What follows belongs to an exercise in optimizing a design on an open flow for small area and a short achievable clock period; a production flow would make more cautious choices. Where RTL was checked, it was by simulation tests only, not by an equivalence proof against the original. No activity file was given, so power comes from the tool's default toggle rates.

v57:
==> flow/design.v (excerpt) <==
module DLX_top(
input logic clk, rst,
input logic enable_ex,
input logic [31:0] src1, src2, imm,
input logic [6:0] control_in,
input logic [31:0] mem_data_read_in,
output logic mem_data_wr_en,
output logic [31:0] mem_data_write_out,
output logic [31:0]aluout,
output logic carry
);
Size: roughly 1300 cells after synthesis, roughly 0.0095 mm2 of cells after synthesis.
Settings: LEC_CHECK=0, CAP_MARGIN=0, CORE_MARGIN=2, CORE_UTILIZATION=40, SETUP_SLACK_MARGIN=2.0, SLEW_MARGIN=0; clock period 4.5 ns.
standard.sh (not shown) runs the stock make flow with config.mk's settings and CLKGATE_MAP_FILE= SYNTH_SCRIPT=/design/flow/synth_recipe.tcl, a recipe that flattens the netlist after the stock synthesis.
==> flow/flow/run.sh <==
#!/bin/bash
# The standard layout, with plain buffers (not delay cells) on the ports.
set -euo pipefail
bash standard.sh "BUFFER_PORTS_ARGS=-buffer_cell sky130_fd_sc_hd__buf_1" finish > standard.log 2>&1
v57 has completed all stages; timing, DRC and antenna checks passed.
Setup changes, v57 to v8
Settings: SLEW_MARGIN now 20, was 0; TNS_END_PERCENT now 0, previously not set; CAP_MARGIN now 20, was 0.
[summary]
Looking only at met3 wire length, and setting everything else aside, the lower value of v57 and v8 goes to v8.
Between v57 and v8, the overall track demand over capacity in global routing is higher for v8.
Die outline area essentially unchanged between v57 and v8.
v8 falls short of v57 in final critical delay including setup and external delays.
Of v57 and v8, the run reporting the lower clock-buffer cell count was v8.
v8 ended up with a higher sequential fraction of design power than v57 did.
The run showing the smaller register fraction of the total cell area is v57.
Taking v57 as the reference, in v8 portion of the clock cycle consumed by the worst path in the final layout saw an increase, worst setup margin shrank by 120 ps, routed wire length went up, final design instance area without fill went down about 3.5%.
Relative to v8, the following input files were edited for v49:
Settings: removing TNS_END_PERCENT (formerly 0); changing SETUP_SLACK_MARGIN from 2.0 to 1.7.
Results
The source of the critical timing path comes out control_in[3] in one run and control_in[1] in the other, namely in v8 and v49 respectively.
Comparing v49 and v8, arrival time reported for the critical path endpoint is lower on v8.
Clock buffer and inverter area fraction after layout delta (v8 -> v49): insignificant
NOTE wire length after detailed routing v8->v49 decreased by a few percent
In v49 the global-route met3 utilization turned out 1.2 points lower than in v8.
v8 → v49: final non-filler cell total decreased by 9 relative to the old numbers; post-route clock period utilization moved up; largest vdd supply drop now sits higher.
Going from v8 to v49, overall power of the completed layout fell by 3.2%, non-clock buffer count fell by 9, utilization fell by 0.97 points, number of core rows stayed essentially flat.
For v2, these inputs were changed with respect to v49:
Settings: putting CTS_BUF_LIST at sky130_fd_sc_hd__clkbuf_4 sky130_fd_sc_hd__clkbuf_8 where nothing was set; swapping 1.7 for 2.0 in SETUP_SLACK_MARGIN.
## What came out
- Per the comparison of v2 with v49, count of input and output buffers about even; share of total power in the clock network saw a decrease; hold slack increased by 8.1 ps relative to the old numbers.
- v2 vs. v49: sequential share of layout area fell by 0.40 points, area growth from synthesis to layout higher.

---

== run A ==
DLX_top, a different RTL version from the one above (not shown whole).
Size in the first run: about 1,200 cells after synthesis, ~110 flip-flops, about 200 I/O pins.
## DLX_top
module DLX_top(
input logic clk, rst,
input logic enable_ex,
input logic [31:0] src1, src2, imm,
input logic [6:0] control_in,
input logic [31:0] mem_data_read_in,
output logic mem_data_wr_en,
output logic [31:0] mem_data_write_out,
output logic [31:0]aluout,
output logic carry
);
==> flow/config.mk <==
export PLATFORM = sky130hd
export DESIGN_NAME = DLX_top
export DESIGN_NICKNAME = DLX_top
export VERILOG_FILES = /design/flow/design.v
export SDC_FILE = /design/flow/constraint.sdc
export NUM_CORES = 4
export LEC_CHECK = 0
export CAP_MARGIN = 20
export CORE_MARGIN = 2
export CORE_UTILIZATION = 40
export SETUP_SLACK_MARGIN = 2.5
export SLEW_MARGIN = 20
==> flow/constraint.sdc <==
create_clock -name core_clock -period 4.5 [get_ports {clk}]
set_input_delay 0.9000 -clock core_clock [delete_from_list [all_inputs] [get_ports {clk}]]
set_output_delay 0.9000 -clock core_clock [all_outputs]
set_load 0.01 [all_outputs]
Scripts as last shown in full above: flow/flow/run.sh
The inputs of run B differ from those of run A as listed below.
- a change of SETUP_SLACK_MARGIN from 2.5 to 2.0
- a change of CORE_UTILIZATION from 40 to 60
[summary]
Reported for run A and run B, synthesized area turned out identical to the last digit.
Relative to run A, final setup slack of the worst path decreased by 0.036 ns in run B.
Global placement routability congestion went up by a few percent going from run A to run B.
The part of the total power dissipated in the clock network number comes out lower for run A vs run B.
Run B vs run A on number of global-route vias before repair: run B is the lower one.
Post-layout total power (run A / run B): 1.12
On post-route worst hold slack, the lower figure sits with run A, not run B.
Summary of run B over run A: wire length after detailed routing decreased by 4500 µm relative to the old numbers; worst clock skew went down 0.0061 ns.
Modified inputs, run C compared to run B
- CORE_UTILIZATION: 60 -> 40
## What came out
Looking at largest net degree at the start of global routing, run C sits below run B.
Run C against run B; die area is up by more than a quarter.
Diff run B and run C: non-clock buffer count lower in run C
Global-route usage for run C: 11 points down relative to run B
Comparing run B with run C, the total design power came out essentially unchanged.
No functional check of the RTL was part of any run of this note.

---

Setup of red:
DLX_top, a different RTL version from the one above (not shown whole).
Size in the first run: roughly 1100 cells after synthesis, roughly 110 flip-flops, ~200 I/O pins, about 0.0087 sq mm of cells after synthesis.
// DLX_top
module DLX_top(
input logic clk, rst,
input logic enable_ex,
input logic [31:0] src1, src2, imm,
input logic [6:0] control_in,
input logic [31:0] mem_data_read_in,
output logic mem_data_wr_en,
output logic [31:0] mem_data_write_out,
output logic [31:0]aluout,
output logic carry
);
clock: 4.5 ns
lec_check: 0
cap_margin: 20
core_margin: 2
core_utilization: 50
cts_buf_list: sky130_fd_sc_hd__clkbuf_4 sky130_fd_sc_hd__clkbuf_8
setup_slack_margin: 2.0
slew_margin: 20
Scripts as last shown in full above: flow/flow/run.sh
red was carried through to the last stage, and its layout satisfied the timing, design-rule and antenna checks.
Input-level comparison between blue and red:
- changing SETUP_SLACK_MARGIN from 2.0 to 1.9
- changing CORE_UTILIZATION from 50 to 40
--- outcome ---
- Run comparison: red capture point of the critical path s1.p_q[27]$_DFF_P_; blue capture point of the critical path s1.p_q[26]$_DFF_P_
- Of blue and red, red shows the higher power share of the clock group, with blue below it.
- Area added between synthesis and finish came out lower on blue than on red.
- blue vs red: share of the clock period used by the worst path up in blue

[what the ideal ports hide]
How much do the figures lean on ideal ports? The routed layouts below were timed once more, with nothing changed but the port constraints.
Step 1 sets driving cells, clkbuf_16 on the clock port and buf_2 on the other inputs (assumed; they add their load-dependent delay and slew).
Step 2 times the ports against the registers' clock, not the clock port: input delays grow and output delays shrink by t, the midpoint of the rising clock arrivals with the driver on.
a / b / c = no drivers / after step 1 / after step 2; a / b = the first two.
run	t (ns)	setup slack, ns	worst hold slack (ns)	clock arrival spread, ns
v57	0.465	1.980 / 1.980 / 1.557	0.466 / 0.466 / 0.466	0.010 / 0.010
v8	0.475	1.860 / 1.882 / 1.407	0.466 / 0.466 / 0.466	0.018 / 0.018
v49	0.463	1.816 / 1.825 / 1.377	0.461 / 0.461 / 0.461	0.012 / 0.011
v2	0.481	1.956 / 1.981 / 1.499	0.469 / 0.469 / 0.469	0.019 / 0.019
run A	0.403	1.958 / 1.958 / 1.647	0.445 / 0.445 / 0.445	0.015 / 0.016
run B	0.391	1.922 / 1.929 / 1.538	0.452 / 0.452 / 0.452	0.010 / 0.009
run C	0.408	1.949 / 1.949 / 1.599	0.456 / 0.456 / 0.456	0.009 / 0.009
red	0.481	1.984 / 1.997 / 1.517	0.491 / 0.491 / 0.491	0.010 / 0.010
blue	0.507	1.895 / 1.910 / 1.403	0.476 / 0.476 / 0.476	0.014 / 0.014
After both steps setup and hold are still met in every run listed. For blue, which loses most, drivers alone change the setup slack by +0.015 ns; drivers and shift together by -0.492 ns.
